This is an optimization exercise on Yosys and OpenROAD, whose aim is small area, a short achievable clock period and few clock cycles, not a production implementation. In this exercise RTL edits were held to simulation tests only and were not proved equivalent to the original. Power figures rest on the tool's default switching activity, not on a simulated workload.

===== config.mk =====
export PLATFORM = sky130hd
export DESIGN_NAME = CPU
export DESIGN_NICKNAME = CPU
export VERILOG_FILES = /design/flow/design.v
export SDC_FILE = /design/flow/constraint.sdc
export NUM_CORES = 4
export LEC_CHECK = 0
export CAP_MARGIN = 20
export CORE_MARGIN = 2
export CORE_UTILIZATION = 45
export PLACE_DENSITY = 0.6
export SLEW_MARGIN = 20

===== constraint.sdc =====
create_clock -name core_clock -period 6.5 [get_ports {clk}]
set_input_delay 1.3000 -clock core_clock [delete_from_list [all_inputs] [get_ports {clk}]]
set_output_delay 1.3000 -clock core_clock [all_outputs]
set_load 0.01 [all_outputs]

===== design.v =====
`timescale 1ns / 1ps
module mux_2_1(out, select, in1, in2);
parameter width = 5;
	output [width-1:0] out;
	input select;
	input [width-1:0] in1;
	input [width-1:0] in2;
	assign out = select ? in2:in1;
endmodule
`timescale 1ns / 1ps
module mux_3_1(out, select, in1, in2, in3);
parameter width = 5;
	output reg [width-1:0] out;
	input [1:0] select;
	input [width-1:0] in1;
	input [width-1:0] in2;
	input [width-1:0] in3;
	always@(select or in1 or in2 or in3)
	begin
		if(select == 2'b00)
			out <= in1;
		else if(select == 2'b01)
			out <= in2;
		else if(select == 2'b10)
			out <= in3;
		else
			out <= 1'b0;
	end
endmodule
`timescale 1ns / 1ps
module Ideal_ALU(A, Y, rdata, add, sub, slt, ld, tl, th, R, eq);
	input  [31:0] A, Y, rdata;
	input  add, sub, slt, ld;
	input  [3:0] tl, th;
	output [31:0] R;
	output eq;
	wire [31:0] sum = A + (Y ^ {32{sub}}) + {31'b0, sub};
	wire lt = (A[31] ^ Y[31]) ? A[31] : sum[31];
	wire [31:0] na = ~A, ny = ~Y;
	wire [31:0] lg_lo = ({32{tl[3]}} & A & Y) | ({32{tl[2]}} & A & ny) | ({32{tl[1]}} & na & Y) | ({32{tl[0]}} & na & ny);
	wire [31:0] lg_hi = ({32{th[3]}} & A & Y) | ({32{th[2]}} & A & ny) | ({32{th[1]}} & na & Y) | ({32{th[0]}} & na & ny);
	wire [31:0] lg = {lg_hi[31:16], lg_lo[15:0]};
	assign R = ({32{(add | sub) & ~slt}} & sum) | {31'b0, slt & lt} | ({32{ld}} & rdata) | lg;
	assign eq = (A == Y);
endmodule
module nbit_register_file(clk, we, waddr, wdata, raddr1, rdata1, raddr2, rdata2);
	input clk, we;
	input [4:0] waddr, raddr1, raddr2;
	input [31:0] wdata;
	output [31:0] rdata1, rdata2;
	reg [31:0] register_file [0:31];
	assign rdata1 = register_file[raddr1];
	assign rdata2 = register_file[raddr2];
	always @(posedge clk)
		if (we)
			register_file[waddr] <= wdata;
endmodule
`timescale 1ns / 1ps
module FSM(
	input [31:0] instr,
	output j,         
	output wr,        
	output swi,       
	output br,        
	output bne,       
	output add,       
	output sub,       
	output slt,       
	output ld,        
	output [3:0] tl,  
	output [3:0] th,  
	output yimm,      
	output [31:0] yval,
	output rr1,       
	output rr2        
	);
	wire [5:0] op = instr[31:26];
	wire [15:0] imm = instr[15:0];
	wire [2:0] f = op[2:0];
	assign rr1 = (op[5:3] == 3'b010) | (op[5:3] == 3'b110) | (op[5:3] == 3'b100);
	assign rr2 = (op[5:3] == 3'b010) | (op[5:3] == 3'b110);
	assign j   = (op == 6'b000001);
	assign br  = (op[5:4] == 2'b10);
	assign bne = op[0];
	wire lwi = (op == 6'b111011);
	assign swi = (op == 6'b111100);
	wire li  = (op == 6'b111001);
	wire lui = (op == 6'b111010);
	wire alu = op[4] & ~lwi & ~swi & ~li & ~lui;    
	assign wr = op[4] & ~swi;
	assign ld  = lwi;
	assign add = alu & (f == 3'd2);
	assign sub = alu & ((f == 3'd3) | (f == 3'd7));
	assign slt = alu & (f == 3'd7);
	reg [3:0] t;
	always @(*) begin
		case (f)
			3'd0: t = 4'b1100;     
			3'd1: t = 4'b0011;     
			3'd4: t = 4'b1110;     
			3'd5: t = 4'b1000;     
			3'd6: t = 4'b0110;     
			default: t = 4'b0000;
		endcase
	end
	assign tl = li ? 4'b1010 : lui ? 4'b1100 : alu ? t : 4'b0000;
	assign th = li ? 4'b1100 : lui ? 4'b1010 : alu ? t : 4'b0000;
	wire sx = (f == 3'd2) | (f == 3'd3) | (f == 3'd7);
	assign yimm = (alu & op[5]) | li | lui;
	assign yval = li  ? {16'b0, imm} :
	              lui ? {imm, 16'b0} :
	              {{16{sx & imm[15]}}, imm};
endmodule
`timescale 1ns / 1ps
module CPU(
	input clk,
	input rst,
	output [31:0] PC_OUT,
	input [31:0] instr,
	output [15:0] dmem_addr,
	output [31:0] dmem_wdata,
	output dmem_we,
	input [31:0] dmem_rdata
	);
	reg [31:0] PC;
	assign PC_OUT = PC;
	reg [31:0] A2;        
	reg [31:0] Y2;        
	reg [15:0] imm2;      
	reg [4:0]  dest2;     
	reg        wr2;       
	reg        swi2;      
	reg        br2;       
	reg        bne2;      
	reg        add2;      
	reg        sub2;      
	reg        slt2;      
	reg        ld2;       
	reg [3:0]  tl2;       
	reg [3:0]  th2;       
	wire [4:0] rs = instr[25:21];
	wire [4:0] rt = instr[20:16];
	wire [4:0] rd = instr[15:11];
	wire [15:0] imm = instr[15:0];
	wire d_j, d_wr, d_swi, d_br, d_bne, d_add, d_sub, d_slt, d_ld, d_yimm, d_rr1, d_rr2;
	wire [3:0] d_tl, d_th;
	wire [31:0] d_yval;
	FSM dec (
		.instr(instr),
		.j(d_j), .wr(d_wr), .swi(d_swi), .br(d_br), .bne(d_bne),
		.add(d_add), .sub(d_sub), .slt(d_slt), .ld(d_ld),
		.tl(d_tl), .th(d_th),
		.yimm(d_yimm), .yval(d_yval),
		.rr1(d_rr1), .rr2(d_rr2)
	);
	wire [4:0] selA = d_rr1 ? rt : rs;
	wire [4:0] selB = d_rr2 ? rd : rs;
	wire [31:0] res;
	wire eq;
	Ideal_ALU alu (
		.A(A2), .Y(Y2), .rdata(dmem_rdata),
		.add(add2), .sub(sub2), .slt(slt2), .ld(ld2), .tl(tl2), .th(th2),
		.R(res), .eq(eq)
	);
	wire taken = br2 & (eq ^ bne2);
	wire wen = wr2;
	wire [31:0] rfA, rfB;
	nbit_register_file regFile (
		.clk(clk),
		.we(wen), .waddr(dest2), .wdata(res),
		.raddr1(selA), .rdata1(rfA),
		.raddr2(selB), .rdata2(rfB)
	);
	wire fwdA = wen & (dest2 == selA);
	wire fwdB = wen & (dest2 == selB) & ~d_yimm;
	wire [31:0] A_next = fwdA ? res : rfA;
	wire [31:0] Y_next = fwdB ? res : (d_yimm ? d_yval : rfB);
	wire [31:0] PCp1 = PC + 32'd1;
	wire [31:0] target = PC + {{16{imm2[15]}}, imm2};
	always @(posedge clk) begin
		if (rst)
			PC <= 32'b0;
		else if (taken)
			PC <= target;
		else if (d_j)
			PC <= {PCp1[31:26], instr[25:0]};
		else
			PC <= PCp1;
	end
	wire kill = rst | taken;
	always @(posedge clk) begin
		A2    <= A_next;
		Y2    <= Y_next;
		imm2  <= imm;
		dest2 <= rs;
		bne2  <= d_bne;
		add2  <= d_add;
		sub2  <= d_sub;
		slt2  <= d_slt;
		ld2   <= d_ld;
		tl2   <= d_tl;
		th2   <= d_th;
		wr2   <= d_wr  & ~kill;
		swi2  <= d_swi & ~kill;
		br2   <= d_br  & ~kill;
	end
	assign dmem_addr = imm2;
	assign dmem_wdata = Y2;
	assign dmem_we = swi2;
endmodule

===== run.sh =====
#!/bin/bash
# synth_recipe.tcl (not shown) runs the flow's synth.tcl, then flattens the netlist and writes it again
# the make line also repeats each setting of config.mk as NAME=value (left out here)
make -C /OpenROAD-flow-scripts/flow DESIGN_CONFIG=/design/flow/config.mk WORK_HOME=/design/flow/orfs CLKGATE_MAP_FILE= SYNTH_SCRIPT=/design/flow/synth_recipe.tcl finish

==> results of run 1 <==
==> cell usage in the layout (no fill, tap or decap), drive strengths merged, types with 18 or more instances in the layout <==
cell           Yosys  layout
o21ai             72      72
clkdlybuf4s50      0     146
mux4             507     507
a31oi             41      41
a22oi             37      37
a221oi            20      20
nand2            361     361
clkinv             0      59
and3              43      43
clkbuf           128     128
buf              129     248
a311oi            34      34
ha                62      62
nor3              33      33
mux2i            138     138
xnor2             68      68
nand4             28      28
a21oi            121     121
o22ai             21      21
inv               62      67
o21a              21      21
xor2              68      68
nand3            112     112
dfxtp            104     104
mux2              28      28
edfxtp          1024    1024
a21o              28      28
nor2b             24      24
nor2             187     187
a211o             25      25
o221ai            18      18
==> tightest hold or removal path, stage by stage, from the launching register on <==
cell      delay (ps)
dfxtp_1          370
nor3_1            70
o21bai_1         110
nand2_1           50
==> registers in the layout, indices dropped and copies added, names as in the netlist, 2 cells and up, named ones only <==
name	flops
tl2	4
regFile.register_file	1024
dest2	5
Y2	32
PC	32
th2	2
imm2	16
==> worst max path at each step <==
| stage | start | end | slack [ps] | cells after the start |
|---|---|---|---|---|
| 2_1_floorplan | flop | regFile.register_file[0][28] | 290 | 20 |
| 3_3_place_gp | flop | regFile.register_file[24][31] | 350 | 17 |
| 3_5_place_dp | flop | regFile.register_file[24][31] | 280 | 17 |
| 4_1_cts | flop | regFile.register_file[30][31] | 230 | 17 |
| 5_1_grt | flop | regFile.register_file[2][0] | 7 | 17 |
| 6_report | flop | regFile.register_file[30][31] | 260 | 17 |
==> routing by layer <==
| metal | global-route usage | part of all wire |
|---|---|---|
| met5 | 0 | 0.00026 |
| met4 | 0.123 | 0.043 |
| met3 | 0.0671 | 0.12 |
| met2 | 0.463 | 0.45 |
| met1 | 0.424 | 0.38 |
==> layout make-up <==
type,instances,area (um2)
Timing Repair Buffer,394,3770
Clock buffer,128,2970
Tap cell,1650,2060
Inverter,62,234
Clock inverter,92,933
Fill cell,10200,59700
Antenna cell,3,7.51
Multi-Input combinational cell,2268,23200
Sequential cell,1128,32800
==> cells by family (layout without fill, tap and decap cells) <==
kind of cell | after synthesis | after routing
compound gates | 534 | 534
buf+inv | 319 | 676
fa+ha+maj | 64 | 64
simple gates | 861 | 861
mux | 673 | 673
other cells | 0 | 3
flops | 1128 | 1128
xor+xnor | 136 | 136
==> power by group through the flow <==
| stage | logic [mW] | clock network (mW) | registers (mW) |
|---|---|---|---|
| 5_1_grt | 4.13 | 7.19 | 8.68 |
| 2_1_floorplan | 2.29 | 0 | 8.78 |
| 3_3_place_gp | 3.80 | 0 | 8.82 |
| 3_5_place_dp | 3.82 | 0 | 8.82 |
| 4_1_cts | 3.83 | 6.90 | 8.67 |
| 6_report | 3.89 | 6.83 | 8.67 |
==> per-stage QoR <==
stage / cells / total power [mW] / area [um2] / setup slack (ps)
6_report: 5725 / 19.4 / 66100 / 255
5_1_grt: 5722 / 20.0 / 66100 / 7.36
4_1_cts: 5721 / 19.4 / 66000 / 230
3_5_place_dp: 5501 / 12.6 / 62100 / 283
3_3_place_gp: 5497 / 12.6 / 62000 / 348
2_1_floorplan: 3715 / 11.1 / 57000 / 294
==> impl_metrics.tcl, run 1 <==
set metrics [dict create \
    cts_buffer_depth 3 \
    peakVddDrop_uv 227 \
    num_vias 38900 \
    numCtsBuffers 117 \
    powerDensity_mw_per_mm2 294 \
    synthArstFlopShare 0 \
    whs_ps 637 \
    drc 0 \
    critPathKind "flop to flop" \
    wl_per_cell_um 34.8 \
    p_leak_nw 22.5 \
    port_buffers 146 \
    synth_top_family_by_area "multiplexers" \
    hold_end "PC[31]" \
    io_pins 147 \
    p_seq_frac 0.447 \
    clockRootBuffer "clkbuf_16" \
    worstHoldPathCells 3 \
    synth.area.top_cells "edfxtp_1 (54%), mux4_2 (20%), dfxtp_1 (3.7%)" \
    finalHoldViolCount 0 \
    max_stage_delay_ps 780 \
    yosys.area_share.adder 0.0143 \
    yosysWarnings 3 \
    synth_compound_area_frac 0.0646 \
    finalSetupViolations 0 \
    synth_top_area_cell "edfxtp_1" \
    syn_avg_cell_area_um2 15.4 \
    cts_sinks 1128 \
    cts_repair_resize_count 0 \
    synth_common_cells "edfxtp_1 (1024), mux4_2 (507), nand2_1 (360)" \
    syn_inst 3715 \
    slew_headroom 0.204 \
    synth.mux.area_fraction 0.230 \
    timing.rr.end "regFile.register_file[30][31]" \
    dp_hpwl_mm 128 \
    cts_hold_buf 0 \
    crit_arrival_ps 6740 \
    critPathRequiredTime_ps 7000 \
    cts_setup_buffers 0 \
    area_growth_pct 15.8 \
    drv_cap 0 \
    period_share 0.961 \
    synth_edf_count 1024 \
    postRouteAntennaNets 0 \
    status "timing/DRC/antenna clean" \
    tightest_slew_ps 1190 \
    synth_top_area_share 0.539 \
    avgViaCountPerCell 6.79 \
    synthesis.area_mm2 0.0570 \
    fin_skew_ps 39.6 \
    clk_latency_ps 770 \
    synth_xor_area_frac 0.0209 \
    rows 130 \
    critPathBufInv 5 \
    grt_overflow 0 \
    synth_ff_type "edfxtp_1" \
    drive_gt1_frac 0.263 \
    grt_pass1_vias 37300 \
    antenna_found_initial 14 \
    swShare 0.288 \
    drt-initial-drc-count 6174 \
    die_x_um 360 \
    gp_routability_congestion 0.955 \
    synth_nets 3845 \
    first_pass_iters 8 \
    htreeDepth 3 \
    synth-simple-area-share 0.0692 \
    yosysSeqAreaShare 0.576 \
    clockPowerShare 0.352 \
    fin_setup_tns_ps 0 \
    nets 4101 \
    cpMaxStageDelayCell "dfxtp_4" \
    synth-seq-cells 1128 \
    comb_power_share 0.200 \
    dieArea_mm2 0.130 \
    cp_max_fo 42 \
    fmax_ghz 0.160 \
    power.switching_mw 5.59 \
    cp-end-kind "flop" \
    utilization 0.525 \
    grt_util_all_layers 0.303 \
    grt_pass1_wl_mm 280 \
    ys_types 78 \
    r2r_slack_ps 260 \
    slew_viol_final 0 \
    path_clk_slew_ps 70 \
    core_mm2 0.126 \
    path_cells "buf_12 -> buf_4 -> mux4_2 -> a22o_1 -> a221o_1 -> nor2_2 -> inv_1 -> ha_1 -> and4_1 -> nand2_1 -> a2111oi_0 -> buf_4 -> o21a_1 -> nor2_1 -> xnor2_1 -> o21ai_2 -> buf_12" \
    wirelength_mm 199 \
    crit_family "compound AO/OA/AOI/OAI gates" \
    initial_core_util 0.454 \
    dieHeight_um 360 \
    yosysMostFrequentCell "edfxtp_1" \
    min_period_ps 6240 \
    worst_setup_path_start_kind "flop" \
    reg2reg_depth 17 \
    rsz0062_at_grt "no" \
    hold_path.class "flop to flop" \
    grt_max_degree 67 \
    power.internal_mw 13.8 \
    tritoncts "built" \
    hold_start "PC[31]" \
]
Testbench counts, summed over its fixed seeds: cycles 33,423.
==> run 2, diff against run 1 <==
--- a/design.v
+++ b/design.v
@@ -49,6 +49,15 @@
 	input [31:0] wdata;
-	output [31:0] rdata1, rdata2;
+	output reg [31:0] rdata1, rdata2;
 	reg [31:0] register_file [0:31];
-	assign rdata1 = register_file[raddr1];
-	assign rdata2 = register_file[raddr2];
+	wire [31:0] dec1 = 32'b1 << raddr1;
+	wire [31:0] dec2 = 32'b1 << raddr2;
+	integer i;
+	always @(*) begin
+		rdata1 = 32'b0;
+		rdata2 = 32'b0;
+		for (i = 0; i < 32; i = i + 1) begin
+			rdata1 = rdata1 | ({32{dec1[i]}} & register_file[i]);
+			rdata2 = rdata2 | ({32{dec2[i]}} & register_file[i]);
+		end
+	end
 	always @(posedge clk)
--- a/config.mk
+++ b/config.mk
@@ -11,2 +11,3 @@
 export PLACE_DENSITY = 0.6
+export SETUP_SLACK_MARGIN = 3.0
 export SLEW_MARGIN = 20
==> impl_metrics.tcl, run 2 <==
set metrics [dict create \
    status "timing/DRC/antenna clean" \
    cts_sinks 1155 \
    route.met3.wl_mm 58.1 \
    cp_max_fo 8 \
    gp_routability_congestion 1.04 \
    num_vias 50600 \
    critPathRequiredTime_ps 7020 \
    syn_avg_cell_area_um2 12.9 \
    wl_met2_mm 115 \
    postRouteAntennaNets 0 \
    drt-initial-drc-count 13000 \
    cp-end-kind "flop" \
    antenna_found_initial 20 \
    worst_setup_path_start_kind "flop" \
    first_pass_iters 17 \
    initial_core_util 0.455 \
    synth_top_area_cell "edfxtp_1" \
    drt-met1-wl_mm 94.9 \
    wirelength_mm 300 \
    largest_reg_flops 1024 \
    cts_buffer_depth 3 \
    clockRootBuffer "clkbuf_16" \
    synth_top_area_share 0.581 \
    htreeDepth 3 \
    p_leak_nw 24.1 \
    regMostFlops "regFile.register_file" \
    crit_arrival_ps 4350 \
    yosysMostFrequentCell "edfxtp_1" \
    grt_pass1_wl_mm 392 \
    finalSetupViolations 0 \
    ys_types 74 \
    p_total_mw 22.0 \
    grt_overflow 0 \
    dieArea_mm2 0.120 \
    tightest_slew_ps 1260 \
    yosysWarnings 3 \
    finalHoldViolCount 0 \
    min_period_ps 3830 \
    drive_gt1_frac 0.253 \
    wl_per_cell_um 47.0 \
    synth_nets 4227 \
    tritoncts "built" \
    fin_setup_tns_ps 0 \
    clk_latency_ps 790 \
    numCtsBuffers 119 \
    grt_pass1_vias 45600 \
    synth_ff_type "edfxtp_1" \
    layout_common_cells "edfxtp_1 (1024), a22oi_1 (824), buf_4 (413)" \
    dp_hpwl_mm 168 \
    port_buffers 146 \
    synth_edf_count 1024 \
    nets 4868 \
    peakVddDrop_uv 264 \
    die_x_um 347 \
    dieHeight_um 347 \
    cts_hold_buf 0 \
    synth_common_cells "edfxtp_1 (1024), a22oi_1 (826), nor2_1 (246)" \
    io_pins 147 \
    synth.area.top_cells "edfxtp_1 (58%), a22oi_1 (12%), dfxtp_1 (5.0%)" \
    rows 125 \
    grt_util_all_layers 0.478 \
    synthesis.area_mm2 0.0529 \
    slew_headroom 0.157 \
    period_share 0.590 \
    avgViaCountPerCell 7.93 \
    synth-seq-cells 1155 \
    powerDensity_mw_per_mm2 319 \
    rsz0062_at_grt "yes" \
    area_growth_pct 30.0 \
    fmax_ghz 0.261 \
    synthArstFlopShare 0 \
    drc 0 \
    slew_viol_final 0 \
    critPathKind "flop to flop" \
    fin_skew_ps 41.1 \
    syn_inst 4097 \
    grt_max_degree 35 \
    core_mm2 0.116 \
    top_layer "met5" \
    yosysSeqAreaShare 0.630 \
    hold_path.class "flop to flop" \
    final_common_cell "edfxtp_1" \
    drv_cap 0 \
    path_clk_slew_ps 70 \
]
-- run 2: changes by cell type after synthesis, sizes merged, moves of 50 or more --
| cell | previous run | this run |
|---|---|---|
| nand4 | 28 | 137 |
| a22oi | 37 | 826 |
| a22o | 9 | 86 |
| nor2 | 187 | 246 |
| a221o | 11 | 61 |
| mux4 | 507 | 31 |
| nand2 | 361 | 219 |
| mux2i | 138 | 27 |
| nor3 | 33 | 102 |
-- run 2: kinds of logic (layout without fill, tap and decap cells) --
logic type                 after synthesis  after routing  share of synthesized area
muxes                                   70             70                     0.0211
AOI/OAI and AO/OA                     1419           1427                      0.198
other                                    0             17                          0
DFF                                   1155           1155                      0.630
buffers and inverters                  311           1046                     0.0246
and+or+nand+nor                        926            929                     0.0853
xor gates and xnor gates               152            152                     0.0251
adders and majority gates               64             64                     0.0154
-- run 2: worst paths after layout --
kind / from / slack (ps) / depth (start not counted) / to
max: Y2[0] / 2670 / 14 / regFile.register_file[11][20]
min: PC[31] / 570 / 2 / PC[31]
max reg2reg: Y2[0] / 2670 / 14 / regFile.register_file[11][20]
min reg2reg: PC[31] / 570 / 2 / PC[31]
-- run 2: final cells by class --
type                       instances  area (um2)
fill                            9028       47600
sequential                      1155       33400
multi-input combinational       2642       20800
timing repair buffer             776        8340
clock buffer                     146        3170
tap                             1524        1910
clock inverter                    80         902
inverter                          32         166
timing repair inverter            12         100
antenna                           17        42.5
-- run 2: critical path, stage by stage, from the launching register on --
cell and delay, ps:
dfxtp_4 460, mux2i_4 380, fa_2 320, nor2b_4 50, o31a_1 270, o31ai_2 220, o211ai_1 200, a41oi_2 310
buf_4 160, a21oi_4 70, xnor2_2 190, a221oi_4 310, buf_12 200, clkinvlp_4 190, clkbuf_16 200
-- run 2: power breakdown --
part / switching (mW) / internal [mW]
Clock: 3.17 / 4.09
Sequential: 0.356 / 8.81
Combinational: 3.32 / 2.20
Total: 6.85 / 15.1
-- run 2: per-layer routing --
metal	vias to the layer above	global-route usage
li1	18100	-
met1	24100	0.568
met4	40	0.354
met2	6251	0.645
met5	-	0.0260
met3	2093	0.259
-- run 2: what timing repair did --
action	CTS	global route
endpoints found under the setup margin	790	849
gates resized for setup	338	163
gates cloned	30	12
buffers inserted	239	104
pin swaps	97	81
-- run 2: through the flow --
step / instance area (um2) / cells / hold slack, ps / setup slack, ps / util
3_5_place_dp: 58600 / 5753 / 551 / 528 / 0.503
3_3_place_gp: 58500 / 5751 / 532 / 648 / 0.503
4_1_cts: 66900 / 6248 / 576 / 2750 / 0.575
6_report: 68800 / 6384 / 570 / 2670 / 0.591
2_1_floorplan: 53300 / 4097 / 532 / 2950 / -
5_1_grt: 68800 / 6377 / 593 / 2670 / 0.591
Testbench counts of run 2, summed over its fixed seeds: cycles 33,423.
==> run 3, diff against run 2 <==
--- a/design.v
+++ b/design.v
@@ -45,5 +45,6 @@
 endmodule
-module nbit_register_file(clk, we, waddr, wdata, raddr1, rdata1, raddr2, rdata2);
-	input clk, we;
-	input [4:0] waddr, raddr1, raddr2;
+module nbit_register_file(clk, we, wdata, raddr1, rdata1, raddr2, rdata2);
+	input clk;
+	input [31:0] we;       
+	input [31:0] raddr1, raddr2;    
 	input [31:0] wdata;
@@ -51,4 +52,4 @@
 	reg [31:0] register_file [0:31];
-	wire [31:0] dec1 = 32'b1 << raddr1;
-	wire [31:0] dec2 = 32'b1 << raddr2;
+	wire [31:0] dec1 = raddr1;
+	wire [31:0] dec2 = raddr2;
 	integer i;
@@ -63,4 +64,5 @@
 	always @(posedge clk)
-		if (we)
-			register_file[waddr] <= wdata;
+		for (i = 0; i < 32; i = i + 1)
+			if (we[i])
+				register_file[i] <= wdata;
 endmodule
@@ -138,4 +140,3 @@
 	reg [15:0] imm2;      
-	reg [4:0]  dest2;     
-	reg        wr2;       
+	reg [31:0] we2;       
 	reg        swi2;      
@@ -143,2 +144,3 @@
 	reg        bne2;      
+	reg        pred2;     
 	reg        add2;      
@@ -164,4 +166,7 @@
 	);
-	wire [4:0] selA = d_rr1 ? rt : rs;
-	wire [4:0] selB = d_rr2 ? rd : rs;
+	wire [31:0] dec_rs = 32'b1 << rs;
+	wire [31:0] dec_rt = 32'b1 << rt;
+	wire [31:0] dec_rd = 32'b1 << rd;
+	wire [31:0] selA = d_rr1 ? dec_rt : dec_rs;
+	wire [31:0] selB = d_rr2 ? dec_rd : dec_rs;
 	wire [31:0] res;
@@ -173,4 +178,5 @@
 	);
-	wire taken = br2 & (eq ^ bne2);
-	wire wen = wr2;
+	wire taken = br2 & (eq ^ bne2 ^ pred2);
+	wire kill = rst | taken;
+	wire [31:0] d_we = {32{d_wr & ~kill}} & dec_rs;
 	wire [31:0] rfA, rfB;
@@ -178,3 +184,3 @@
 		.clk(clk),
-		.we(wen), .waddr(dest2), .wdata(res),
+		.we(we2), .wdata(res),
 		.raddr1(selA), .rdata1(rfA),
@@ -182,4 +188,4 @@
 	);
-	wire fwdA = wen & (dest2 == selA);
-	wire fwdB = wen & (dest2 == selB) & ~d_yimm;
+	wire fwdA = |(we2 & selA);
+	wire fwdB = |(we2 & selB) & ~d_yimm;
 	wire [31:0] A_next = fwdA ? res : rfA;
@@ -187,3 +193,8 @@
 	wire [31:0] PCp1 = PC + 32'd1;
-	wire [31:0] target = PC + {{16{imm2[15]}}, imm2};
+	wire d_pred = d_br & imm[15];
+	wire [32:0] ptarget_c = {PC, 1'b1} + {{16{imm[15]}}, imm, 1'b1};
+	wire [31:0] ptarget = ptarget_c[32:1];
+	wire [31:0] offs = {{16{imm2[15]}}, imm2} ^ {32{pred2}};
+	wire [32:0] target_c = {PC, pred2} + {offs, pred2};
+	wire [31:0] target = target_c[32:1];
 	always @(posedge clk) begin
@@ -195,2 +206,4 @@
 			PC <= {PCp1[31:26], instr[25:0]};
+		else if (d_pred)
+			PC <= ptarget;
 		else
@@ -198,3 +211,2 @@
 	end
-	wire kill = rst | taken;
 	always @(posedge clk) begin
@@ -203,4 +215,4 @@
 		imm2  <= imm;
-		dest2 <= rs;
 		bne2  <= d_bne;
+		pred2 <= d_pred;
 		add2  <= d_add;
@@ -211,3 +223,3 @@
 		th2   <= d_th;
-		wr2   <= d_wr  & ~kill;
+		we2   <= d_we;
 		swi2  <= d_swi & ~kill;
==> impl_metrics.tcl, run 3 <==
set metrics [dict create \
    comb_power_share 0.216 \
    hold_path.class "flop to flop" \
    dp_hpwl_mm 157 \
    rsz0062_at_grt "yes" \
    yosysMostFrequentCell "edfxtp_1" \
    die_x_um 356 \
    cts_buffer_depth 3 \
    synth.area.top_cells "edfxtp_1 (55%), a22oi_1 (7.1%), dfxtp_1 (5.7%)" \
    fin_skew_ps 41.3 \
    grt_util_all_layers 0.430 \
    avgViaCountPerCell 7.88 \
    htreeDepth 3 \
    crit_arrival_ps 4400 \
    synth_edf_count 1024 \
    clockPowerShare 0.344 \
    slew_viol_final 3 \
    wl_per_cell_um 44.4 \
    ys_types 90 \
    drc 0 \
    nets 4850 \
    drt-initial-drc-count 12000 \
    antenna_found_initial 13 \
    swShare 0.296 \
    so_faults "capacitance limit, slew limit" \
    period_share 0.586 \
    synthArstFlopShare 0 \
    critPathKind "primary input to flop" \
    cts_sinks 1182 \
    regMostFlops "regFile.register_file" \
    clockRootBuffer "clkbuf_16" \
    power.internal_mw 14.8 \
    numCtsBuffers 119 \
    drive_gt1_frac 0.226 \
    core_mm2 0.123 \
    syn_avg_cell_area_um2 13.1 \
    postRouteAntennaNets 0 \
    whs_ps 471 \
    port_buffers 146 \
    p_leak_nw 23.6 \
    syn_inst 4276 \
    tightest_slew_ps 1520 \
    path_clk_slew_ps 60 \
    grt_overflow 0 \
    min_period_ps 3810 \
    synth_ff_type "edfxtp_1" \
    worst_setup_path_start_kind "primary input" \
    p_total_mw 21.0 \
    clk_latency_ps 760 \
    cp-end-kind "flop" \
    grt_max_degree 40 \
    initial_core_util 0.452 \
    power.switching_mw 6.23 \
    grt_pass1_wl_mm 378 \
    dieHeight_um 356 \
    num_vias 50800 \
    wirelength_mm 286 \
    synth_nets 4437 \
    synth_common_cells "edfxtp_1 (1024), a22oi_1 (525), clkbuf_1 (234)" \
    yosysWarnings 4 \
    fin_setup_tns_ps 0 \
    io_pins 147 \
    nFillCells 9918 \
    cp_max_fo 7 \
    rows 129 \
    slew_headroom -0.0145 \
    drv_cap 1 \
    largest_reg_flops 1024 \
    grt_pass1_vias 46600 \
    cts_hold_buf 0 \
    synth_top_area_cell "edfxtp_1" \
    gp_routability_congestion 0.958 \
    first_pass_iters 14 \
    synthesis.area_mm2 0.0559 \
    powerDensity_mw_per_mm2 300 \
    area_growth_pct 25.2 \
    finalSetupViolations 0 \
    layout_common_cells "edfxtp_1 (1024), a22oi_1 (520), buf_4 (279)" \
    p_seq_frac 0.440 \
    final_common_cell "edfxtp_1" \
    synth-seq-cells 1182 \
    critPathRequiredTime_ps 7080 \
    synth_top_area_share 0.550 \
    tritoncts "built" \
    status "finished with violations" \
    finalHoldViolCount 0 \
    dieArea_mm2 0.127 \
    peakVddDrop_uv 290 \
    yosysSeqAreaShare 0.607 \
    fmax_ghz 0.262 \
]
[run 3: worst max-delay path, cell delays in order]
cell	delay (ps)
buf_2	180
buf_4	190
nand3b_1	190
buf_4	180
or4_4	160
a21boi_2	60
a2111o_1	420
nor4_4	430
nand3_4	220
buf_12	200
buf_8	120
nor4_4	560
o31ai_2	150
[run 3: cell type report]
type	count	area, um2	area share
multi-input combinational	2765	23300	0.333
inverter	37	139	0.00199
sequential	1182	34000	0.486
antenna	7	17.5	0.000251
clock buffer	166	3440	0.0493
tap	1637	2050	0.0293
clock inverter	59	623	0.00891
timing repair buffer	584	6390	0.0913
[run 3: power by group through the flow]
stage / logic, mW / registers, mW / clock network [mW]
6_report: 4.54 / 9.23 / 7.22
3_5_place_dp: 3.29 / 9.36 / 0
3_3_place_gp: 3.26 / 9.37 / 0
4_1_cts: 4.02 / 9.19 / 7.18
5_1_grt: 4.65 / 9.23 / 7.47
2_1_floorplan: 1.92 / 9.23 / 0
[run 3: logic make-up (layout without fill, tap and decap cells)]
family                   after synthesis  after routing  synth area share
AO/OA/AOI/OAI                       1582           1590             0.216
flip-flops                          1182           1182             0.607
AND/OR/NAND/NOR                      813            814            0.0786
buffers and inverters                338            846            0.0240
XOR/XNOR                             188            188            0.0295
adder cells (fa/ha/maj)               95             95            0.0215
multiplexers                          78             78            0.0237
other                                  0              7                 0
[run 3: metrics by stage]
step / utilization / area (um2) / setup slack [ps] / std cells
after detailed placement: 0.497 / 61400 / 936 / 5965
final: 0.566 / 69900 / 2690 / 6437
after CTS: 0.554 / 68400 / 2910 / 6350
after floorplan: - / 56400 / 2840 / 4276
after global routing: 0.566 / 69900 / 2760 / 6431
after global placement: 0.497 / 61400 / 1020 / 5964
[run 3: final timing paths]
check / startpoint / slack (ps) / cells past startpoint / endpoint
setup reg to reg: sub2 / 2920 / 15 / regFile.register_file[6][29]
setup / recovery: instr[14] / 2690 / 13 / Y2[1]
hold / removal: br2 / 470 / 2 / PC[11]
hold reg to reg: br2 / 470 / 2 / PC[11]
[run 3: metal layers]
metal | share of wire | global-route usage
met5 | 0.0033 | 0.00333
met4 | 0.093 | 0.287
met3 | 0.19 | 0.232
met2 | 0.39 | 0.591
met1 | 0.33 | 0.517
[run 3: timing repair]
action                     4_1_cts  5_1_grt
gates cloned                    19        7
buffers inserted               141       72
pin swaps                       78       97
resized for setup              325      207
setup endpoints to repair      822      501
Testbench counts of run 3, summed over its fixed seeds: cycles 32,316.
==> run 4, diff against run 3 <==
--- a/config.mk
+++ b/config.mk
@@ -7,3 +7,3 @@
 export LEC_CHECK = 0
-export CAP_MARGIN = 20
+export CAP_MARGIN = 30
 export CORE_MARGIN = 2
@@ -12,2 +12,2 @@
 export SETUP_SLACK_MARGIN = 3.0
-export SLEW_MARGIN = 20
+export SLEW_MARGIN = 30
==> impl_metrics.tcl, run 4 <==
set metrics [dict create \
    status "timing/DRC/antenna clean" \
    yosysWarnings 4 \
    rows 129 \
    port_buffers 146 \
    initial_core_util 0.452 \
    gp_routability_congestion 0.958 \
    slew_headroom 0.190 \
    grt_pass1_wl_mm 375 \
    period_share 0.568 \
    grt_max_degree 40 \
    place_ws_ps 995 \
    finalHoldViolCount 0 \
    tritoncts "built" \
    final_common_cell "edfxtp_1" \
    wl_per_cell_um 44.1 \
    comb_power_share 0.206 \
    worstHoldPathCells 2 \
    htreeDepth 3 \
    area_growth_pct 24.1 \
    synth_common_cells "edfxtp_1 (1024), a22oi_1 (525), clkbuf_1 (234)" \
    cts_buffer_depth 3 \
    drc 0 \
    rsz0062_at_grt "yes" \
    p_seq_frac 0.452 \
    crit_path_frequent_cell "buf_4" \
    drt-initial-drc-count 12200 \
    peakVddDrop_uv 294 \
    syn_avg_cell_area_um2 13.1 \
    max_stage_delay_ps 410 \
    cp-end-kind "flop" \
    syn_inst 4276 \
    dieArea_mm2 0.127 \
    power.internal_mw 14.3 \
    fmax_ghz 0.271 \
    finalSetupViolations 0 \
    grt_util_all_layers 0.426 \
    nets 4823 \
    tightest_slew_ps 1220 \
    dpl-instance-area_mm2 0.0615 \
    worst_setup_path_start_kind "primary input" \
    num_vias 50600 \
    layout_common_cells "edfxtp_1 (1024), a22oi_1 (519), buf_4 (254)" \
    first_pass_iters 15 \
    path_clk_slew_ps 60 \
    largest_reg_flops 1024 \
    drive_gt1_frac 0.218 \
    synth_top_area_cell "edfxtp_1" \
    synth_ff_type "edfxtp_1" \
    synth_top_area_share 0.550 \
    yosysSeqAreaShare 0.607 \
    core_mm2 0.123 \
    synth-seq-cells 1182 \
    antenna_found_initial 11 \
    path_cells "buf_8 -> buf_6 -> and2b_4 -> buf_6 -> o32ai_4 -> and2_4 -> a2111o_1 -> nor4_4 -> nand3_4 -> buf_4 -> buf_4 -> buf_4 -> nor3_4 -> a31oi_4 -> o2bb2ai_1" \
    synthesis.area_mm2 0.0559 \
    wirelength_mm 283 \
    dp_hpwl_mm 157 \
    reg2reg_depth 9 \
    cp_max_fo 5 \
    ys_types 90 \
    synth.area.top_cells "edfxtp_1 (55%), a22oi_1 (7.1%), dfxtp_1 (5.7%)" \
    crit_arrival_ps 4300 \
    nFillCells 9932 \
    die_x_um 356 \
    postRouteAntennaNets 0 \
    synth_edf_count 1024 \
    gr-usage-met2 0.596 \
    synthArstFlopShare 0 \
    fin_skew_ps 57.4 \
    powerDensity_mw_per_mm2 294 \
    grt_util_met3 0.215 \
    final_area_mm2 0.0693 \
    drv_cap 0 \
    regMostFlops "regFile.register_file" \
    cts_sinks 1182 \
    whs_ps 485 \
    grt_use_met1 0.518 \
    slew_viol_final 0 \
    swShare 0.299 \
    p_leak_nw 23.4 \
    avgViaCountPerCell 7.90 \
    clockRootBuffer "clkbuf_16" \
    clk_latency_ps 780 \
    min_period_ps 3690 \
    cts_hold_buf 0 \
    power.switching_mw 6.10 \
    critPathRequiredTime_ps 7110 \
    critPathKind "primary input to flop" \
    yosysMostFrequentCell "edfxtp_1" \
    numCtsBuffers 120 \
    fin_setup_tns_ps 0 \
    cpMaxStageDelayCell "nor4_4" \
    io_pins 147 \
    dieHeight_um 356 \
    clockPowerShare 0.343 \
    grt_overflow 0 \
    multi_input_area_mm2 0.0231 \
    grt_pass1_vias 46300 \
    top_usage_layer "met2" \
    finalWorstSetupSlack_ps 2810 \
    seqCellArea_mm2 0.0340 \
    hold_path.class "flop to flop" \
    synth_nets 4437 \
]
==> run 4: timing repair <==
item | 4_1_cts | 5_1_grt
setup endpoints to repair | 822 | 458
setup buffers | 136 | 44
cloned | 13 | 10
pin swaps | 75 | 95
resized for setup | 307 | 181
==> run 4: per-layer routing <==
layer / share of wire / up-vias / routed length [um]
met5: 0.0014 / - / 385
met4: 0.091 / 20 / 25900
met3: 0.18 / 1787 / 52200
met2: 0.39 / 5717 / 112000
met1: 0.33 / 24300 / 92700
li1: - / 18800 / -
==> run 4: power by group through the flow <==
stage	clock network (mW)	registers (mW)	logic, mW
floorplan	0	9.23	1.92
global placement	0	9.37	3.26
detailed placement	0	9.36	3.32
CTS	6.93	9.19	3.77
global route	7.22	9.22	4.34
finish	7.00	9.23	4.20
==> run 4: final timing paths <==
| path | endpoint | start | slack, ps |
|---|---|---|---|
| max | Y2[23] | instr[29] | 2810 |
| min | PC[11] | br2 | 490 |
| max reg2reg | A2[23] | sub2 | 2980 |
| min reg2reg | PC[11] | br2 | 490 |
==> run 4: cell type report <==
cell class / count / area share
Inverter: 37 / 0.00200
Sequential cell: 1182 / 0.490
Clock buffer: 152 / 0.0473
Timing Repair Buffer: 559 / 0.0882
Tap cell: 1637 / 0.0295
Clock inverter: 75 / 0.00911
Multi-Input combinational cell: 2762 / 0.334
Antenna cell: 8 / 0.000289
==> run 4: worst max-delay path, delay by kind of cell <==
kind,cells,cell delay (ps)
AND/OR/NAND/NOR,5,1310
buffers and inverters,6,860
AO/OA/AOI/OAI,4,800
==> run 4: kinds of logic after synthesis <==
group / synth area share
AOI/OAI and AO/OA: 0.216
xor gates and xnor gates: 0.0295
adders and majority gates: 0.0215
buffers and inverters: 0.0240
DFF: 0.607
muxes: 0.0237
and+or+nand+nor: 0.0786
==> run 4: stage by stage <==
stage	cells	utilization	power, mW
after global routing	6404	0.561	20.8
after CTS	6347	0.551	19.9
after floorplan	4276	-	11.1
after detailed placement	5971	0.498	12.7
after global placement	5964	0.497	12.6
final	6412	0.562	20.4
==> run 5, diff against run 4 <==
--- a/config.mk
+++ b/config.mk
@@ -10,2 +10,4 @@
 export CORE_UTILIZATION = 45
+export CTS_CLUSTER_DIAMETER = 60
+export CTS_CLUSTER_SIZE = 15
 export PLACE_DENSITY = 0.6
==> impl_metrics.tcl, run 5 <==
set metrics [dict create \
    r2r_slack_ps 2900 \
    dieHeight_um 356 \
    period_share 0.587 \
    fmax_ghz 0.262 \
    port_buffers 146 \
    grt_pass1_wl_mm 375 \
    finalHoldViolCount 0 \
    grt_max_degree 40 \
    yosysWarnings 4 \
    drive_gt1_frac 0.228 \
    p_total_mw 19.9 \
    worstHoldPathCells 2 \
    synth_top_area_cell "edfxtp_1" \
    synth.area.top_cells "edfxtp_1 (55%), a22oi_1 (7.1%), dfxtp_1 (5.7%)" \
    slew_headroom 0.200 \
    cts_sinks 1182 \
    initial_core_util 0.452 \
    tritoncts "built" \
    avgViaCountPerCell 7.97 \
    cp-end-kind "flop" \
    io_pins 147 \
    clk_latency_ps 740 \
    largest_reg_flops 1024 \
    rsz0062_at_grt "yes" \
    slew_viol_final 0 \
    ys_types 90 \
    synthArstFlopShare 0 \
    fin_setup_tns_ps 0 \
    path_clk_slew_ps 70 \
    drc 0 \
    grt_util_all_layers 0.426 \
    hold_path.class "flop to flop" \
    reg2reg_depth 16 \
    htreeDepth 3 \
    fin_skew_ps 65.7 \
    wl_per_cell_um 44.9 \
    rows 129 \
    critPathRequiredTime_ps 7080 \
    nFillCells 9837 \
    p_leak_nw 23.6 \
    layout_common_cells "edfxtp_1 (1024), a22oi_1 (521), buf_4 (298)" \
    syn_avg_cell_area_um2 13.1 \
    cp-startpoint "instr[29]" \
    numCtsBuffers 104 \
    crit_arrival_ps 4400 \
    postRouteAntennaNets 0 \
    whs_ps 476 \
    peakVddDrop_uv 221 \
    synth_ff_type "edfxtp_1" \
    crit_end "Y2[1]" \
    grt_pass1_vias 46200 \
    min_period_ps 3820 \
    cp_max_fo 18 \
    syn_inst 4276 \
    cts_buffer_depth 3 \
    wirelength_mm 289 \
    regMostFlops "regFile.register_file" \
    finalSetupViolations 0 \
    critPathKind "primary input to flop" \
    powerDensity_mw_per_mm2 285 \
    synth_edf_count 1024 \
    cts_hold_buf 0 \
    place_ws_ps 995 \
    nets 4878 \
    antenna_found_initial 11 \
    final_common_cell "edfxtp_1" \
    grt_overflow 0 \
    synthesis.area_mm2 0.0559 \
    r2r_start "sub2" \
    yosysSeqAreaShare 0.607 \
    die_x_um 356 \
    synth_common_cells "edfxtp_1 (1024), a22oi_1 (525), clkbuf_1 (234)" \
    clockRootBuffer "clkbuf_16" \
    synth_nets 4437 \
    dp_hpwl_mm 157 \
    drt-initial-drc-count 12400 \
    synth_top_area_share 0.550 \
    gp_routability_congestion 0.958 \
    tightest_slew_ps 1200 \
    drv_cap 0 \
    num_vias 51400 \
    timing.rr.end "A2[31]" \
    status "timing/DRC/antenna clean" \
    core_mm2 0.123 \
    first_pass_iters 13 \
    dieArea_mm2 0.127 \
    yosysMostFrequentCell "edfxtp_1" \
    area_growth_pct 25.0 \
    worst_setup_path_start_kind "primary input" \
    finalWorstSetupSlack_ps 2680 \
    synth-seq-cells 1182 \
]
run 5: per-layer routing:
layer	share of wire	vias up	track usage	routed length, um
met4	0.095	22	0.284	27500
li1	-	18900	-	-
met2	0.39	5907	0.595	113000
met5	0.0019	-	0.00370	545
met1	0.32	24800	0.515	94000
met3	0.19	1806	0.213	54100
run 5: critical path: stages:
cell,delay [ps]
buf_8,100
buf_6,110
and2b_4,340
or2_4,230
o22ai_4,100
buf_6,280
buf_6,290
a22o_1,260
a221oi_1,240
nand4_1,230
nor4_4,720
o31ai_1,150
run 5: worst min path at each step:
| stage | slack (ps) | startpoint | to |
|---|---|---|---|
| floorplan | 440 | br2 | PC[11] |
| global placement | 460 | br2 | PC[11] |
| detailed placement | 460 | br2 | PC[11] |
| CTS | 470 | br2 | PC[11] |
| global route | 510 | br2 | PC[11] |
| finish | 480 | br2 | PC[11] |
run 5: layout make-up:
class | count | area (um2) | area share
Sequential cell | 1182 | 34000 | 0.487
Multi-Input combinational cell | 2762 | 23200 | 0.332
Antenna cell | 15 | 37.5 | 0.000538
Clock inverter | 42 | 483 | 0.00692
Tap cell | 1637 | 2050 | 0.0293
Inverter | 37 | 139 | 0.00199
Clock buffer | 145 | 2850 | 0.0408
Timing Repair Buffer | 630 | 7090 | 0.102
run 5: metrics by stage:
stage | area (um2) | std cells | utilization
after floorplan | 56400 | 4276 | -
after global placement | 61400 | 5964 | 0.497
after detailed placement | 61500 | 5971 | 0.498
after CTS | 67500 | 6321 | 0.547
after global routing | 69800 | 6439 | 0.565
final | 69800 | 6450 | 0.565
run 5: kinds of logic after synthesis:
group                      count (synthesis)  share of synthesized area
buffers and inverters                    338                     0.0240
adders and majority gates                 95                     0.0215
AOI/OAI and AO/OA                       1582                      0.216
xor gates and xnor gates                 188                     0.0295
muxes                                     78                     0.0237
and+or+nand+nor                          813                     0.0786
DFF                                     1182                      0.607
run 5: repair_timing:
action | CTS | global route
pin swaps | 81 | 94
setup buffers | 146 | 96
setup endpoints to repair | 822 | 480
gates cloned | 17 | 15
resized for setup | 298 | 229
run 5: where the power goes:
group | internal (mW) | switching, mW
logic | 1.71 | 2.69
clock network | 3.28 | 3.03
registers | 8.87 | 0.351
==> run 6, diff against run 5 <==
--- a/config.mk
+++ b/config.mk
@@ -11,3 +11,3 @@
 export CTS_CLUSTER_DIAMETER = 60
-export CTS_CLUSTER_SIZE = 15
+export CTS_CLUSTER_SIZE = 20
 export PLACE_DENSITY = 0.6
==> impl_metrics.tcl, run 6 <==
set metrics [dict create \
    finalSetupViolations 0 \
    synth_top_area_share 0.550 \
    status "timing/DRC/antenna clean" \
    critPathBufInv 5 \
    max_stage_delay_ps 480 \
    synth.mux.area_fraction 0.0237 \
    period_share 0.574 \
    nets 4814 \
    first_pass_iters 11 \
    crit_arrival_ps 4340 \
    reg2reg_depth 16 \
    clk_latency_ps 770 \
    path_cells "buf_8 -> buf_6 -> and2b_4 -> buf_6 -> o32ai_4 -> buf_4 -> buf_12 -> a22o_1 -> a221oi_1 -> nand3_1 -> nor3_2 -> nand4_1 -> mux2i_2 -> a21oi_1" \
    crit_family "simple AND/OR/NAND/NOR gates" \
    wirelength_mm 284 \
    initial_core_util 0.452 \
    cp_max_fo 32 \
    slew_viol_final 0 \
    grt_max_degree 40 \
    cp-end-kind "flop" \
    worst_setup_path_start_kind "primary input" \
    area_growth_pct 23.9 \
    avgViaCountPerCell 7.93 \
    io_pins 147 \
    fmax_ghz 0.268 \
    powerDensity_mw_per_mm2 290 \
    regMostFlops "regFile.register_file" \
    critPathRequiredTime_ps 7110 \
    cts_buffer_depth 3 \
    synth.area.top_cells "edfxtp_1 (55%), a22oi_1 (7.1%), dfxtp_1 (5.7%)" \
    synth_ff_type "edfxtp_1" \
    synthArstFlopShare 0 \
    port_buffers 146 \
    wl_per_cell_um 44.5 \
    grt_overflow 0 \
    synth-simple-area-share 0.0786 \
    tritoncts "built" \
    path_clk_slew_ps 80 \
    die_x_um 356 \
    finalHoldViolCount 0 \
    num_vias 50600 \
    dieHeight_um 356 \
    htreeDepth 3 \
    dieArea_mm2 0.127 \
    synth_nets 4437 \
    syn_inst 4276 \
    syn_avg_cell_area_um2 13.1 \
    yosys.area_share.adder 0.0215 \
    tightest_slew_ps 1160 \
    synth_top_area_cell "edfxtp_1" \
    crit_path_frequent_cell "buf_6" \
    synth_compound_area_frac 0.216 \
    gp_routability_congestion 0.958 \
    nFillCells 9931 \
    drive_gt1_frac 0.223 \
    synth_xor_area_frac 0.0295 \
    dp_cells 5971 \
    fin_setup_tns_ps 0 \
    yosysSeqAreaShare 0.607 \
    drv_cap 0 \
    fin_skew_ps 60.6 \
    peakVddDrop_uv 227 \
    rows 129 \
    grt_util_all_layers 0.427 \
    synthesis.area_mm2 0.0559 \
    numCtsBuffers 98 \
    layout_common_cells "edfxtp_1 (1024), a22oi_1 (518), buf_4 (265)" \
    grt_pass1_vias 46200 \
    cpMaxStageDelayCell "nand4_1" \
    slew_headroom 0.224 \
    yosysWarnings 4 \
    final_common_cell "edfxtp_1" \
    drt-initial-drc-count 12500 \
    worstHoldPathCells 2 \
    grt_pass1_wl_mm 375 \
    ys_types 90 \
    yosysMostFrequentCell "edfxtp_1" \
    antenna_found_initial 12 \
    dp_hpwl_mm 157 \
    critPathKind "primary input to flop" \
    hold_path.class "flop to flop" \
    largest_reg_flops 1024 \
    synth_edf_count 1024 \
    drc 0 \
    min_period_ps 3730 \
    fin_cells 6384 \
    synth-seq-cells 1182 \
    whs_ps 481 \
    p_leak_nw 23.3 \
    core_mm2 0.123 \
    synth_top_family_by_area "compound AO/OA/AOI/OAI gates" \
    cp.depth 14 \
    synth_common_cells "edfxtp_1 (1024), a22oi_1 (525), clkbuf_1 (234)" \
    postRouteAntennaNets 0 \
    cts_sinks 1182 \
    clockRootBuffer "clkbuf_16" \
    rsz0062_at_grt "yes" \
]
## run 6: cell counts after synthesis
Identical to the previous run, type by type.
## run 6: logic make-up after synthesis
kind of cell               Yosys count
AOI/OAI and AO/OA                 1582
adders and majority gates           95
xor gates and xnor gates           188
buffers and inverters              338
and+or+nand+nor                    813
DFF                               1182
muxes                               78
## run 6: layout make-up
| type | instances | area, um2 | share of cell area |
|---|---|---|---|
| clock buffer | 110 | 2560 | 0.0370 |
| tap | 1637 | 2050 | 0.0296 |
| clock inverter | 74 | 1010 | 0.0146 |
| antenna | 10 | 25.0 | 0.000361 |
| sequential | 1182 | 34000 | 0.491 |
| timing repair buffer | 573 | 6270 | 0.0906 |
| multi-input combinational | 2761 | 23200 | 0.335 |
| inverter | 37 | 139 | 0.00201 |
## run 6: metal layers
metal / GRT usage / share of wire / routed length (um) / up-vias
met5: 0.0115 / 0.00067 / 189 / -
met4: 0.280 / 0.092 / 26100 / 15
met3: 0.213 / 0.18 / 51400 / 1705
met2: 0.590 / 0.39 / 112000 / 5751
met1: 0.522 / 0.33 / 94100 / 24400
li1: - / - / - / 18700
## run 6: through the flow
step | area, um2 | setup slack, ps | power [mW] | utilization
global placement | 61400 | 1020 | 12.6 | 0.497
CTS | 67500 | 2910 | 19.5 | 0.547
detailed placement | 61500 | 995 | 12.7 | 0.498
finish | 69200 | 2770 | 20.1 | 0.561
floorplan | 56400 | 2840 | 11.1 | -
global route | 69200 | 2850 | 20.4 | 0.561
## run 6: worst register-to-register path: cells and delay by family, from the launching register on
kind	cells	cell delay, ps
buffers and inverters	7	1130
and+or+nand+nor	3	680
DFF	1	400
adders and majority gates	1	400
AOI/OAI and AO/OA	3	340
xor gates and xnor gates	2	300
## run 6: worst paths after layout
kind	start	slack, ps	end
worst max-delay path	instr[29]	2770	Y2[16]
worst min-delay path	br2	480	PC[11]
worst max register to register	sub2	3010	regFile.register_file[23][31]
worst min register to register	br2	480	PC[11]
## run 6: where the power goes
part	switching, mW	total [mW]	internal [mW]
clock network	3.33	6.62	3.29
registers	0.352	9.22	8.87
logic	2.62	4.25	1.63
total	6.31	20.1	13.8
## run 6: what timing repair did
| item | in CTS | in global routing |
|---|---|---|
| resized for setup | 285 | 204 |
| gates cloned | 12 | 10 |
| pin swaps | 80 | 89 |
| hold buffers | 0 | 0 |
| setup buffers | 140 | 54 |
| setup endpoints to repair | 822 | 512 |

-- static timing again, ports no longer ideal --
No port has a modelled driver above. Below, the same layouts with a new extraction and two added sets of constraints.
Step 1 (the two cells are an assumption about what drives the block):
set clk [get_ports {clk}]
set_driving_cell -lib_cell sky130_fd_sc_hd__clkbuf_16 $clk
set_driving_cell -lib_cell sky130_fd_sc_hd__buf_2 [delete_from_list [all_inputs] $clk]
Step 2 adds t to the input delays and takes it off the output delays; t is the mean of the earliest and latest rising clock arrival at the registers after step 1. Input paths then give back, and output paths get back, about the clock's delay inside the block.
a / b / c = no drivers / after step 1 / after step 2; a / b = the first two.
run	shift t [ns]	slack for setup (ns)	worst setup path after step 2	worst register clock-pin slew, ns	pins driven straight from the clock port
run 1	0.833	0.255 / 0.255 / 0.255	register to register	0.07 / 0.07	1
run 2	0.858	2.667 / 2.667 / 2.101	input to register	0.07 / 0.07	1
run 3	0.807	2.688 / 2.724 / 1.917	input to register	0.07 / 0.07	1
run 4	0.824	2.807 / 2.821 / 1.997	input to register	0.07 / 0.07	1
run 5	0.780	2.682 / 2.699 / 1.918	input to register	0.08 / 0.08	1
run 6	0.813	2.771 / 2.782 / 1.969	input to register	0.09 / 0.09	1
For run 4, which loses most, drivers alone change the setup slack by +0.014 ns; drivers and shift together by -0.810 ns.
